This design comes from an exercise in tuning for small area and a short achievable clock period on the open sky130 flow, not from production work.
Only simulation tests tie the RTL to the original design; equivalence was not proved.
Power and IR drop assume default switching activity.

==> flow/design.v, too long to show whole: its modules and the start of the top module <==
// module ksdual: 34 lines
// module ksadd: 13 lines
// module fbooth: 47 lines
// module fmul_csa: 685 lines
// module FPU: 181 lines
// module PipeLineCPU: 261 lines
module PipeLineCPU(
    input clk,
    input rst,
    output wire [31:0] pc,
    input  wire [31:0] inst,
    output wire [7:0]  dmem_addr,
    output wire [31:0] dmem_wdata,
    output wire        dmem_we,
    input  wire [31:0] dmem_rdata,
    output wire [7:0]  io_addr,
    output wire [31:0] io_dout,
    output wire        io_we,
    input  wire [31:0] io_din
);
  // ...
==> flow/run.sh <==
#!/bin/bash
# synth_recipe.tcl (not shown) runs the flow's synth.tcl, then flattens the netlist and writes it again
# the make line also repeats each setting of config.mk as NAME=value (left out here)
make -C /OpenROAD-flow-scripts/flow DESIGN_CONFIG=/design/flow/config.mk WORK_HOME=/design/flow/orfs CLKGATE_MAP_FILE= SYNTH_SCRIPT=/design/flow/synth_recipe.tcl finish
==> flow/config.mk <==
export PLATFORM = sky130hd
export DESIGN_NAME = PipeLineCPU
export DESIGN_NICKNAME = PipeLineCPU
export VERILOG_FILES = /design/flow/design.v
export SDC_FILE = /design/flow/constraint.sdc
export NUM_CORES = 4
export LEC_CHECK = 0
export CAP_MARGIN = 20
export CORE_MARGIN = 2
export CORE_UTILIZATION = 40
export GPL_ROUTABILITY_DRIVEN = 1
export PLACE_DENSITY = 0.5
export SETUP_SLACK_MARGIN = 5
export SLEW_MARGIN = 20
==> flow/constraint.sdc <==
create_clock -name core_clock -period 10.0 [get_ports {clk}]
set_input_delay 2.0000 -clock core_clock [delete_from_list [all_inputs] [get_ports {clk}]]
set_output_delay 2.0000 -clock core_clock [all_outputs]
set_load 0.01 [all_outputs]
==> out/qor.txt, run 1 <==
Slew HR: 9.25%
Hold EP: FPU.nWrite$_DFF_PP0_
Int Power: 31100 uW
top flop regs: FPU.freg (1024), xreg (992)
placed cells: 15600
post-synthesis compound-gate area fraction: 20.8%
Crit path largest cell delay: 1.02 ns
core region area: 0.337 mm2
CP startpoint: oh1[31]$_DFFE_PP0P_
status: timing/DRC/antenna clean
#MultiIn Comb: 7410
class of the worst hold path: reg2reg
Biggest register: FPU.freg
multi-input combinational area share: 36.7%
Lkg Pwr: 0.0569 uW
met1 WL: 273000 um
number of remaining DRC errors: 0
Net Sw Frac: 41.6%
crit path capture type: flop
Top Layer Used: met5
crit path capture: pc_r[31]$_DFFE_PP0P_
buffer and inverter count on the worst path: 3
I/O Buffers: 211
crit path max-delay cell type: dfrtp_4
sequential share of cell area: 46.0%
hold path cells: 0
max-slew violation count: 0
max reg flops: 1024
Post-synth EDFFs: 1920
synth warn: 8
DR vias: 122000
largest net degree at the start of global routing: 87
Required @ worst endpoint: 10.83 ns
post-synthesis mux area share: 2.92%
asr flop ratio synth: 10.8%
net switching power: 22100 uW
M1 GR Usage: 53.9%
H-tree level count: 5
==> run 2: changes to the inputs <==
--- a/flow/config.mk
+++ b/flow/config.mk
@@ -8,6 +8,9 @@
 export CAP_MARGIN = 20
 export CORE_MARGIN = 2
 export CORE_UTILIZATION = 40
+export CTS_BUF_LIST = sky130_fd_sc_hd__clkbuf_16
+export CTS_CLUSTER_DIAMETER = 60
+export CTS_CLUSTER_SIZE = 24
 export GPL_ROUTABILITY_DRIVEN = 1
 export PLACE_DENSITY = 0.5
 export SETUP_SLACK_MARGIN = 5
==> out/qor.txt, run 2 <==
Fillers: 30200 (was 30100)
# hold bufs at CTS: 0 (unchanged)
Starting Density: 40.2% (unchanged)
CTS root buffer: clkbuf_16 (unchanged)
dpl ws: 3.11 ns (unchanged)
simple-gate portion of the synthesized area: 7.74% (unchanged)
synth warn: 8 (unchanged)
Required @ worst endpoint: 10.84 ns (was 10.83 ns)
Top FF cell, synth: edfxtp_1 (unchanged)
number of global-route vias before repair: 113000 (was 114000)
Clock transition at path regs: 0.07 ns (was 0.06 ns)
Hold EP: FPU.nWrite$_DFF_PP0_ (unchanged)
Worst Skew: 0.138 ns (was 0.0932 ns)
Logic pwr share: 51.9% (was 50.8%)
first-pass GRT wire length: 990000 um (was 988000 um)
CTS tree: yes (unchanged)
ranking of synthesized cells by area: edfxtp_1, dfxtp_1, a22oi_1 (unchanged)
worst-path fanout max: 56 (unchanged)
XOR/XNOR Fraction of Synth Area: 3.89% (unchanged)
share of cells above drive strength 1: 15.1% (was 16.0%)
RR Endpoint: pc_r[18]$_DFFE_PP0P_ (was pc_r[31]$_DFFE_PP0P_)
hold path cells: 0 (unchanged)
status: timing/DRC/antenna clean (unchanged)
Slew HR: 12.6% (was 9.25%)
max-slew violation count: 0 (unchanged)
worst-skew pair later-pin latency: 1.04 ns (was 0.98 ns)
GRT Resource Usage Total: 42.1% (was 42.0%)
reg2reg start: oh2[28]$_DFFE_PP0P_ (was oh1[31]$_DFFE_PP0P_)
min-delay src: FPU.xWrite$_DFF_PP0_ (unchanged)
most frequent cells in the layout: edfxtp_1, a22oi_1, nand2_1 (unchanged)
Syn Std Cell Area: 0.135 mm2 (unchanged)
class of the worst hold path: reg2reg (unchanged)
post-synthesis compound-gate area fraction: 20.8% (unchanged)
count of final setup violators: 0 (unchanged)
Post-layout nets: 12300 (was 12400)
core region area: 0.337 mm2 (unchanged)
commonest non-fill, non-tap cell in the layout: edfxtp_1 (unchanged)
DIE AREA: 0.343 mm2 (unchanged)
H-tree level count: 4 (was 5)
number of remaining DRC errors: 0 (unchanged)
chip height: 586 um (unchanged)
final worst setup slack: 4.94 ns (was 4.84 ns)
number of buffers created by CTS: 232 (was 300)
Fin. Hold Viols: 0 (unchanged)
Non-Filler Instances: 16400 (was 16600)
initial drt markers: 25200 (was 25300)
die width: 586 um (unchanged)
crit share post-route: 50.6% (was 51.6%)
reg2reg setup slack: 4.94 ns (was 4.84 ns)
worst-case reg-to-reg path depth: 16 (was 15)
Clock Tree Buf Depth: 4 (unchanged)
final instance area: 0.157 mm2 (was 0.160 mm2)
net switching power: 22100 uW (about the same)
vias per inst: 7.41 (was 7.35)
global route total overflow: 0 (unchanged)
post-route ant nets: 0 (unchanged)
RSZ-0062 raised after global routing: yes (unchanged)
P per Cell Area: 325 mW/mm2 (was 333 mW/mm2)
Post-DP HPWL: 422000 um (unchanged)
fmax: 0.197 GHz (was 0.194 GHz)
Synth top area share: 42.6% (unchanged)
DR vias: 122000 (about the same)
sequential share of the synthesized area: 54.1% (unchanged)
most frequent cell after synthesis: edfxtp_1 (unchanged)
Reg power frac: 28.3% (was 27.3%)
largest family of logic cells by synthesized area: compound AO/OA/AOI/OAI gates (unchanged)
Post-Route WL: 751000 um (about the same)
worst vdd ir: 0.924 mV (was 0.979 mV)
setup TNS: 0 ns (unchanged)
post-synth cell types: 109 (unchanged)
post-synthesis mux area share: 2.92% (unchanged)
Placer Congestion: 0.970 (unchanged)
Max Cap Viol: 0 (unchanged)
crit path kind: reg2reg (unchanged)
DRT Pass-1 Iters: 13 (was 15)
placement row count: 213 (unchanged)
Ports: 212 (unchanged)
synthesized flop and latch total: 2622 (unchanged)
asr flop ratio synth: 10.8% (unchanged)
Biggest register: FPU.freg (unchanged)
largest net degree at the start of global routing: 87 (unchanged)
max reg flops: 1024 (unchanged)
placed cells: 15600 (unchanged)
I/O Buffers: 211 (unchanged)
Sink Count: 2622 (unchanged)
post-synth top area cell: edfxtp_1 (unchanged)
Tot Pwr: 51100 uW (was 53200 uW)
top flop regs: FPU.freg (1024), xreg (992) (unchanged)
clock power share: 19.8% (was 21.9%)
Net Sw Frac: 43.2% (was 41.6%)
CP Launch Type: flop (unchanged)
min Tclk post-route: 5.06 ns (was 5.16 ns)
Post-synth top cells: edfxtp_1, a22oi_1, nand2_1 (unchanged)
syn avg cell area: 11.8 um2 (unchanged)
Int Power: 29000 uW (was 31100 uW)
Post-Syn Instances: 11500 (unchanged)
Layout area overhead: 16.2% (was 18.2%)
Arr. time, crit path: 5.90 ns (was 5.99 ns)
Post-synth EDFFs: 1920 (unchanged)
antenna violations before repair: 61 (was 60)
adder-cell share of the synthesized area: 6.30% (unchanged)
worst slew pin tran: 1.31 ns (was 1.35 ns)
routed len/inst: 45.7 um (was 45.2 um)
Lkg Pwr: 0.0556 uW (was 0.0569 uW)
Mapped Nets: 12100 (unchanged)
area post-placement: 0.143 mm2 (unchanged)
crit path capture type: flop (unchanged)
run 2: logic make-up (layout without fill, tap and decap cells):
logic type / after synthesis / after routing
AND/OR/NAND/NOR: 2151 / 2152
AO/OA/AOI/OAI: 3783 / 3783
other: 0 / 47
flip-flops: 2622 / 2622
XOR/XNOR: 601 / 602
buffers and inverters: 1451 / 1812
adder cells (fa/ha/maj): 523 / 523
multiplexers: 349 / 350
run 2: critical path, stage by stage (launching register included):
cell and delay (ns):
dfrtp_4 0.91, buf_6 0.65, a22o_1 0.25, a221oi_1 0.06, nand4_1 0.16, o32a_1 0.36
xor2_1 0.19, o22ai_1 0.09, a211oi_1 0.42, nor4_1 0.12, o2111ai_1 0.18, nor4_4 0.08
buf_6 0.18, nor2_4 0.13, buf_6 0.43, mux2_2 0.40, o22a_1 0.19
run 2: how the worst max path moves through the flow:
stage | start | to | slack [ns] | depth (start not counted)
2_1_floorplan | FPU.xGE$_DFF_P_ | FPU.nMag[20]$_DFF_P_ | 5.01 | 24
3_3_place_gp | FPU.xGE$_DFF_P_ | FPU.nMag[22]$_DFF_P_ | 2.94 | 22
3_5_place_dp | FPU.xGE$_DFF_P_ | FPU.nMag[22]$_DFF_P_ | 3.11 | 19
4_1_cts | FPU.xGE$_DFF_P_ | FPU.nMag[22]$_DFF_P_ | 4.96 | 20
5_1_grt | FPU.xF1[14]$_DFF_P_ | FPU.nMag[22]$_DFF_P_ | 4.85 | 22
6_report | oh2[28]$_DFFE_PP0P_ | pc_r[18]$_DFFE_PP0P_ | 4.94 | 16
run 2: through the flow:
step | hold slack [ns] | utilization, %
2_1_floorplan | 0.331 | -
3_3_place_gp | 0.345 | 42.5
3_5_place_dp | 0.343 | 42.5
4_1_cts | 0.356 | 46.2
5_1_grt | 0.371 | 46.7
6_report | 0.353 | 46.7
run 2: power groups by stage:
stage	Clock [uW]	Sequential, uW	Combinational, uW
after global routing	10500	14500	29000
after global placement	0	14600	23300
after detailed placement	0	14700	23100
final	10100	14500	26500
after CTS	10100	14400	25500
after floorplan	0	14400	14900
run 2: cell type report:
class	instances	area [um2]	share of cell area, %
Sequential cell	2622	73600	46.8
Antenna cell	47	118	0.0748
Clock inverter	199	2420	1.54
Timing Repair inverter	9	45.0	0.0286
Tap cell	4515	5650	3.59
Multi-Input combinational cell	7410	58600	37.3
Inverter	485	1910	1.21
Clock buffer	237	5930	3.77
Timing Repair Buffer	882	9030	5.74
run 2: repair_timing:
item,CTS,global route
resized for setup,410,216
setup buffers,195,65
endpoints found under the hold margin,0,0
pin swaps,43,92
gates cloned,24,8
endpoints found under the setup margin,361,105
run 2: routing by layer:
metal	share of wire, %	up-vias	track usage (%)
met5	0.10	-	0.476
met4	7.4	52	24.1
met3	17	3294	19.6
met2	39	12100	57.8
met1	36	61000	54.2
li1	-	45300	-
==> run 3: changes to the inputs <==
--- a/flow/config.mk
+++ b/flow/config.mk
@@ -9,8 +9,8 @@
 export CORE_MARGIN = 2
 export CORE_UTILIZATION = 40
 export CTS_BUF_LIST = sky130_fd_sc_hd__clkbuf_16
-export CTS_CLUSTER_DIAMETER = 60
-export CTS_CLUSTER_SIZE = 24
+export CTS_CLUSTER_DIAMETER = 72
+export CTS_CLUSTER_SIZE = 28
 export GPL_ROUTABILITY_DRIVEN = 1
 export PLACE_DENSITY = 0.5
 export SETUP_SLACK_MARGIN = 5
==> out/qor.txt, run 3 <==
status: timing/DRC/antenna clean (unchanged)
adder-cell share of the synthesized area: 6.30% (unchanged)
fmax: 0.196 GHz (was 0.197 GHz)
core region area: 0.337 mm2 (unchanged)
Fillers: 30300 (was 30200)
Post-synth top cells: edfxtp_1, a22oi_1, nand2_1 (unchanged)
Post-synth EDFFs: 1920 (unchanged)
crit path capture type: flop (unchanged)
worst-skew pair later-pin latency: 0.98 ns (was 1.04 ns)
Min Hold Slack: 0.357 ns (was 0.353 ns)
final instance area: 0.155 mm2 (was 0.157 mm2)
post-synth top area cell: edfxtp_1 (unchanged)
# hold bufs at CTS: 0 (unchanged)
DIE AREA: 0.343 mm2 (unchanged)
post-synthesis mux area share: 2.92% (unchanged)
Syn Std Cell Area: 0.135 mm2 (unchanged)
RSZ-0062 raised after global routing: yes (unchanged)
buffer and inverter count on the worst path: 5 (was 3)
sequential share of the synthesized area: 54.1% (unchanged)
largest net degree at the start of global routing: 87 (unchanged)
CTS tree: yes (unchanged)
reg2reg start: oh2[21]$_DFFE_PP0P_ (was oh2[28]$_DFFE_PP0P_)
largest family of logic cells by synthesized area: compound AO/OA/AOI/OAI gates (unchanged)
initial drt markers: 25000 (was 25200)
worst vdd ir: 0.960 mV (was 0.924 mV)
most frequent cells in the layout: edfxtp_1, a22oi_1, nand2_1 (unchanged)
final worst setup slack: 4.89 ns (was 4.94 ns)
die width: 586 um (unchanged)
DRT Pass-1 Iters: 12 (was 13)
worst-case reg-to-reg path depth: 16 (unchanged)
number of global-route vias before repair: 112000 (was 113000)
Worst Skew: 0.150 ns (was 0.138 ns)
clock power share: 16.9% (was 19.8%)
I/O Buffers: 211 (unchanged)
Lkg Pwr: 0.0545 uW (was 0.0556 uW)
Int Power: 27700 uW (was 29000 uW)
placement row count: 213 (unchanged)
dpl ws: 3.11 ns (unchanged)
CP Cell Sequence: buf_4 -> buf_6 -> a221oi_1 -> nand4_1 -> nor3_1 -> a21oi_1 -> buf_4 -> a221oi_1 -> o21ai_0 -> o2111ai_1 -> nor4_4 -> buf_6 -> nor2_4 -> buf_6 -> and3_2 -> a32o_1 (was buf_6 -> a22o_1 -> a221oi_1 -> nand4_1 -> o32a_1 -> xor2_1 -> o22ai_1 -> a211oi_1 -> nor4_1 -> o2111ai_1 -> nor4_4 -> buf_6 -> nor2_4 -> buf_6 -> mux2_2 -> o22a_1)
min-delay src: FPU.xWrite$_DFF_PP0_ (unchanged)
max-slew violation count: 0 (unchanged)
Reg power frac: 29.4% (was 28.3%)
first-pass GRT wire length: 988000 um (was 990000 um)
Biggest register: FPU.freg (unchanged)
setup TNS: 0 ns (unchanged)
hold path cells: 0 (unchanged)
simple-gate portion of the synthesized area: 7.74% (unchanged)
CP delay by family, top: buffers and inverters (was compound AO/OA/AOI/OAI gates)
antenna violations before repair: 67 (was 61)
crit path kind: reg2reg (unchanged)
max reg flops: 1024 (unchanged)
Starting Density: 40.2% (unchanged)
Synth top area share: 42.6% (unchanged)
Post-Syn Instances: 11500 (unchanged)
Fin. Hold Viols: 0 (unchanged)
crit path max-delay cell type: dfrtp_4 (unchanged)
Crit path largest cell delay: 0.83 ns (was 0.91 ns)
share of cells above drive strength 1: 14.5% (was 15.1%)
reg2reg setup slack: 4.89 ns (was 4.94 ns)
Required @ worst endpoint: 10.83 ns (was 10.84 ns)
CP Launch Type: flop (unchanged)
RR Endpoint: oh2[17]$_DFFE_PP0P_ (was pc_r[18]$_DFFE_PP0P_)
P per Cell Area: 318 mW/mm2 (was 325 mW/mm2)
class of the worst hold path: reg2reg (unchanged)
commonest non-fill, non-tap cell in the layout: edfxtp_1 (unchanged)
number of remaining DRC errors: 0 (unchanged)
Sink Count: 2622 (unchanged)
syn avg cell area: 11.8 um2 (unchanged)
ranking of synthesized cells by area: edfxtp_1, dfxtp_1, a22oi_1 (unchanged)
Slew HR: 11.2% (was 12.6%)
Net Sw Frac: 43.9% (was 43.2%)
Clock Tree Buf Depth: 4 (unchanged)
post-synthesis compound-gate area fraction: 20.8% (unchanged)
count of final setup violators: 0 (unchanged)
most used cell, CP: buf_6 (unchanged)
CTS root buffer: clkbuf_16 (unchanged)
Placer Congestion: 0.970 (unchanged)
net switching power: 21600 uW (was 22100 uW)
H-tree level count: 4 (unchanged)
Post-layout nets: 12200 (was 12300)
asr flop ratio synth: 10.8% (unchanged)
XOR/XNOR Fraction of Synth Area: 3.89% (unchanged)
top flop regs: FPU.freg (1024), xreg (992) (unchanged)
vias per inst: 7.44 (was 7.41)
Layout area overhead: 14.6% (was 16.2%)
Ports: 212 (unchanged)
post-synth cell types: 109 (unchanged)
area post-placement: 0.143 mm2 (unchanged)
Max Cap Viol: 0 (unchanged)
synthesized flop and latch total: 2622 (unchanged)
synth warn: 8 (unchanged)
worst-path fanout max: 42 (was 56)
Hold EP: FPU.nWrite$_DFF_PP0_ (unchanged)
crit share post-route: 51.1% (was 50.6%)
worst slew pin tran: 1.32 ns (was 1.31 ns)
GRT Resource Usage Total: 42.1% (about the same)
Arr. time, crit path: 5.94 ns (was 5.90 ns)
post-route ant nets: 0 (unchanged)
Top FF cell, synth: edfxtp_1 (unchanged)
Clock transition at path regs: 0.09 ns (was 0.07 ns)
Mapped Nets: 12100 (unchanged)
most frequent cell after synthesis: edfxtp_1 (unchanged)
Non-Filler Instances: 16300 (was 16400)
chip height: 586 um (unchanged)
global route total overflow: 0 (unchanged)
Logic pwr share: 53.7% (was 51.9%)
Post-DP HPWL: 422000 um (unchanged)
number of buffers created by CTS: 171 (was 232)
placed cells: 15600 (unchanged)
routed len/inst: 45.9 um (was 45.7 um)
Post-Route WL: 748000 um (was 751000 um)
min Tclk post-route: 5.11 ns (was 5.06 ns)
DR vias: 121000 (was 122000)
-- run 3: changes by cell type in the layout (fill, tap and decap cells not counted), sizes merged --
cell | before | now
clkinvlp | 34 | 30
buf | 654 | 665
bufinv | 15 | 7
diode | 47 | 40
clkinv | 69 | 50
clkbuf | 244 | 183
inv | 575 | 545
-- run 3: worst max path at each step --
stage,endpoint,start,slack (ns),cells after the start
after CTS,FPU.nMag[22]$_DFF_P_,FPU.xGE$_DFF_P_,4.93,25
final,oh2[17]$_DFFE_PP0P_,oh2[21]$_DFFE_PP0P_,4.89,16
after global routing,FPU.nP23$_DFF_P_,FPU.xF1[17]$_DFF_P_,4.86,20
after floorplan,FPU.nMag[20]$_DFF_P_,FPU.xGE$_DFF_P_,5.01,24
after global placement,FPU.nMag[22]$_DFF_P_,FPU.xGE$_DFF_P_,2.94,22
after detailed placement,FPU.nMag[22]$_DFF_P_,FPU.xGE$_DFF_P_,3.11,19
-- run 3: power by group through the flow --
stage	Sequential, uW	Clock, uW	Combinational (uW)
after floorplan	14400	0	14900
after global placement	14600	0	23300
after detailed placement	14700	0	23100
after CTS	14400	8320	25600
after global routing	14500	8690	29000
final	14500	8350	26500
-- run 3: final cells by class --
cell class	count	area, um2	share of cell area, %
flip-flops and latches	2622	73600	47.4
well taps	4515	5650	3.64
clock inverters	137	1800	1.16
multi-input cells	7410	58700	37.8
diodes	40	100	0.0645
repair buffers	893	9010	5.81
inverters	485	1910	1.23
clock buffers	176	4400	2.84
repair inverters	10	50.0	0.0322
-- run 3: metal layers --
metal  track usage [%]  wire [um]  vias to the layer above
met3              19.2     124000                     3383
met1              54.4     273000                    60500
met2              57.4     293000                    12100
met4              24.2      56800                       75
li1                  -          -                    45000
met5             0.672        876                        -
-- run 3: repair_timing --
item	in CTS	in global routing
buffers inserted	199	73
gates cloned	25	6
resized for setup	433	215
setup endpoints to repair	357	100
pin swaps	49	82
-- run 3: kinds of logic (layout without fill, tap and decap cells) --
kind of cell / Yosys count / after routing
compound gates: 3783 / 3783
flops: 2622 / 2622
simple gates: 2151 / 2152
buf+inv: 1451 / 1701
xor+xnor: 601 / 602
fa+ha+maj: 523 / 523
mux: 349 / 350
other cells: 0 / 40
-- run 3: through the flow --
step | power [uW] | utilization [%]
6_report | 49300 | 46.1
5_1_grt | 52200 | 46.0
4_1_cts | 48300 | 45.6
3_5_place_dp | 37800 | 42.5
3_3_place_gp | 38000 | 42.5
2_1_floorplan | 29300 | -
==> run 4: changes to the inputs <==
--- a/flow/config.mk
+++ b/flow/config.mk
@@ -7,11 +7,11 @@
 export LEC_CHECK = 0
 export CAP_MARGIN = 20
 export CORE_MARGIN = 2
-export CORE_UTILIZATION = 40
+export CORE_UTILIZATION = 45
 export CTS_BUF_LIST = sky130_fd_sc_hd__clkbuf_16
 export CTS_CLUSTER_DIAMETER = 72
 export CTS_CLUSTER_SIZE = 28
 export GPL_ROUTABILITY_DRIVEN = 1
-export PLACE_DENSITY = 0.5
+export PLACE_DENSITY = 0.55
 export SETUP_SLACK_MARGIN = 5
 export SLEW_MARGIN = 20
==> out/qor.txt, run 4 <==
CP Launch Type: flop (unchanged)
post-route ant nets: 0 (unchanged)
class of the worst hold path: reg2reg (unchanged)
final worst setup slack: 4.67 ns (was 4.89 ns)
most frequent cell after synthesis: edfxtp_1 (unchanged)
RSZ-0062 raised after global routing: yes (unchanged)
status: timing/DRC/antenna clean (unchanged)
worst-skew pair later-pin latency: 0.97 ns (was 0.98 ns)
GRT Resource Usage Total: 45.7% (was 42.1%)
worst-path fanout max: 38 (was 42)
Syn Std Cell Area: 0.135 mm2 (unchanged)
Post-DP HPWL: 399000 um (was 422000 um)
synth warn: 8 (unchanged)
Post-Route WL: 735000 um (was 748000 um)
post-synthesis mux area share: 2.92% (unchanged)
Lkg Pwr: 0.0553 uW (was 0.0545 uW)
die width: 553 um (was 586 um)
DR vias: 124000 (was 121000)
number of buffers created by CTS: 160 (was 171)
Required @ worst endpoint: 10.78 ns (was 10.83 ns)
post-synth cell types: 109 (unchanged)
initial drt markers: 27100 (was 25000)
Clock transition at path regs: 0.11 ns (was 0.09 ns)
crit share post-route: 53.3% (was 51.1%)
top flop regs: FPU.freg (1024), xreg (992) (unchanged)
Synth top area share: 42.6% (unchanged)
Slew HR: 12.9% (was 11.2%)
worst-case reg-to-reg path depth: 10 (was 16)
Net Sw Frac: 43.8% (was 43.9%)
simple-gate portion of the synthesized area: 7.74% (unchanged)
count of final setup violators: 0 (unchanged)
vias per inst: 7.81 (was 7.44)
core region area: 0.300 mm2 (was 0.337 mm2)
share of cells above drive strength 1: 15.6% (was 14.5%)
# hold bufs at CTS: 0 (unchanged)
P per Cell Area: 312 mW/mm2 (was 318 mW/mm2)
Post-synth EDFFs: 1920 (unchanged)
crit path capture type: flop (unchanged)
Post-layout nets: 12300 (was 12200)
Logic pwr share: 54.0% (was 53.7%)
number of global-route vias before repair: 113000 (was 112000)
Ports: 212 (unchanged)
max-slew violation count: 0 (unchanged)
antenna violations before repair: 66 (was 67)
crit path kind: reg2reg (unchanged)
crit path capture: FPU.xZ1$_DFF_P_ (was oh2[17]$_DFFE_PP0P_)
Int Power: 27400 uW (was 27700 uW)
min Tclk post-route: 5.33 ns (was 5.11 ns)
worst slew pin tran: 1.31 ns (was 1.32 ns)
max reg flops: 1024 (unchanged)
Placer Congestion: 1.01 (was 0.970)
first-pass GRT wire length: 966000 um (was 988000 um)
DRT Pass-1 Iters: 13 (was 12)
final instance area: 0.156 mm2 (was 0.155 mm2)
ranking of synthesized cells by area: edfxtp_1, dfxtp_1, a22oi_1 (unchanged)
area post-placement: 0.142 mm2 (was 0.143 mm2)
number of remaining DRC errors: 0 (unchanged)
net switching power: 21400 uW (was 21600 uW)
XOR/XNOR Fraction of Synth Area: 3.89% (unchanged)
commonest non-fill, non-tap cell in the layout: edfxtp_1 (unchanged)
RR Endpoint: FPU.xZ1$_DFF_P_ (was oh2[17]$_DFFE_PP0P_)
DIE AREA: 0.305 mm2 (was 0.343 mm2)
CP startpoint: FPU.nMul$_DFF_PP0_ (was oh2[21]$_DFFE_PP0P_)
Worst Skew: 0.113 ns (was 0.150 ns)
largest net degree at the start of global routing: 144 (was 87)
global route total overflow: 0 (unchanged)
Sink Count: 2622 (unchanged)
Tot Pwr: 48700 uW (was 49300 uW)
dpl ws: 3.03 ns (was 3.11 ns)
placement row count: 201 (was 213)
sequential share of the synthesized area: 54.1% (unchanged)
CTS root buffer: clkbuf_16 (unchanged)
setup TNS: 0 ns (unchanged)
clock power share: 16.2% (was 16.9%)
worst vdd ir: 0.868 mV (was 0.960 mV)
Mapped Nets: 12100 (unchanged)
Post-Syn Instances: 11500 (unchanged)
Arr. time, crit path: 6.11 ns (was 5.94 ns)
synthesized flop and latch total: 2622 (unchanged)
Post-synth top cells: edfxtp_1, a22oi_1, nand2_1 (unchanged)
Top FF cell, synth: edfxtp_1 (unchanged)
post-synthesis compound-gate area fraction: 20.8% (unchanged)
Max Cap Viol: 0 (unchanged)
Fin. Hold Viols: 0 (unchanged)
reg2reg start: FPU.nMul$_DFF_PP0_ (was oh2[21]$_DFFE_PP0P_)
syn avg cell area: 11.8 um2 (unchanged)
post-synth top area cell: edfxtp_1 (unchanged)
H-tree level count: 4 (unchanged)
Clock Tree Buf Depth: 4 (unchanged)
largest family of logic cells by synthesized area: compound AO/OA/AOI/OAI gates (unchanged)
Reg power frac: 29.8% (was 29.4%)
chip height: 553 um (was 586 um)
asr flop ratio synth: 10.8% (unchanged)
CTS tree: yes (unchanged)
fmax: 0.188 GHz (was 0.196 GHz)
reg2reg setup slack: 4.67 ns (was 4.89 ns)
routed len/inst: 46.3 um (was 45.9 um)
Starting Density: 45.2% (was 40.2%)
adder-cell share of the synthesized area: 6.30% (unchanged)
I/O Buffers: 211 (unchanged)
most frequent cells in the layout: edfxtp_1, a22oi_1, nand2_1 (unchanged)
Biggest register: FPU.freg (unchanged)
Layout area overhead: 15.5% (was 14.6%)
run 4: changes by cell type in the layout (fill, tap and decap cells not counted), sizes merged, moves of 3 or more:
cell,previous run,this run
buf,665,772
bufinv,7,3
clkbuf,183,187
clkinv,50,46
diode,40,86
inv,545,548
run 4: final cells by class:
class | count | area (um2)
antenna | 86 | 215
clock buffer | 163 | 4080
clock inverter | 131 | 1620
fill | 25700 | 143000
inverter | 485 | 1920
multi-input combinational | 7411 | 59000
sequential | 2622 | 73600
tap | 3958 | 4950
timing repair buffer | 1018 | 10900
timing repair inverter | 10 | 50.0
run 4: kinds of logic (layout without fill, tap and decap cells):
family	count (synthesis)	after routing
xor+xnor	601	602
fa+ha+maj	523	523
compound gates	3783	3784
flops	2622	2622
other cells	0	86
simple gates	2151	2153
mux	349	349
buf+inv	1451	1807
run 4: critical path, cell delays in order (launching register included):
cell       delay [ns]
dfrtp_1          0.37
buf_4            0.26
inv_1            0.47
nand2_1          0.37
nor2_1           0.80
nand2_1          0.76
o2111ai_4        0.54
inv_1            0.20
a21oi_1          1.06
or4b_1           0.26
nor4_2           0.05
run 4: worst min-delay path by stage:
stage | cells past startpoint | to | slack, ns | from
floorplan | 0 | FPU.nMul$_DFF_PP0_ | 0.33 | FPU.xMul$_DFF_P_
global placement | 0 | FPU.nAS$_DFF_PP0_ | 0.34 | FPU.xAS$_DFF_P_
detailed placement | 0 | FPU.nAS$_DFF_PP0_ | 0.35 | FPU.xAS$_DFF_P_
CTS | 0 | FPU.nAS$_DFF_PP0_ | 0.36 | FPU.xAS$_DFF_P_
global route | 0 | FPU.nAS$_DFF_PP0_ | 0.37 | FPU.xAS$_DFF_P_
finish | 0 | FPU.nAS$_DFF_PP0_ | 0.36 | FPU.xAS$_DFF_P_
run 4: metrics by stage:
stage	utilization (%)	cells	hold slack (ns)
after global placement	47.5	15100	0.340
after global routing	52.1	15800	0.371
after detailed placement	47.5	15100	0.347
after CTS	51.0	15600	0.362
final	52.2	15900	0.358
after floorplan	-	11500	0.331
run 4: what timing repair did:
item / in CTS / in global routing
gates cloned: 26 / 25
resized for setup: 435 / 355
endpoints found under the setup margin: 348 / 111
setup buffers: 232 / 162
pin swaps: 50 / 108
run 4: power groups by stage:
stage	registers, uW	clock network (uW)	logic, uW
6_report	14500	7880	26300
5_1_grt	14500	8160	28600
4_1_cts	14400	7800	24700
3_5_place_dp	14700	0	22900
3_3_place_gp	14600	0	23000
2_1_floorplan	14400	0	14900
run 4: per-layer routing:
metal	GRT usage (%)	routed length (um)
met5	4.55	3180
met4	27.3	58700
met3	24.8	141000
met2	60.0	278000
met1	58.1	255000

[separate check: timing with driven ports]
In the flow no input, the clock included, has a driving cell. The finished layouts below were timed again as built, in two steps.
Step 1: set_driving_cell puts a clkbuf_16 on clk and a buf_2 on each other input, an assumption about the parent block.
Step 2 also shifts input and output timing later by t, the mid clock arrival at the registers, as if the neighbouring blocks saw the same clock.
Three values: ideal ports, drivers, drivers and shift; two values: the first two.
run	t, ns	slack for setup (ns)	latest minus earliest clock arrival (ns)
run 1	1.045	4.839 / 4.839 / 4.837	0.106 / 0.106
run 2	1.079	4.935 / 4.935 / 4.875	0.138 / 0.138
run 3	1.028	4.890 / 4.890 / 4.890	0.149 / 0.149
run 4	1.034	4.667 / 4.667 / 4.667	0.116 / 0.116
After both steps every run listed still meets setup and hold. For run 2, which loses most, drivers alone change the setup slack by 0.000 ns; drivers and shift together by -0.060 ns.
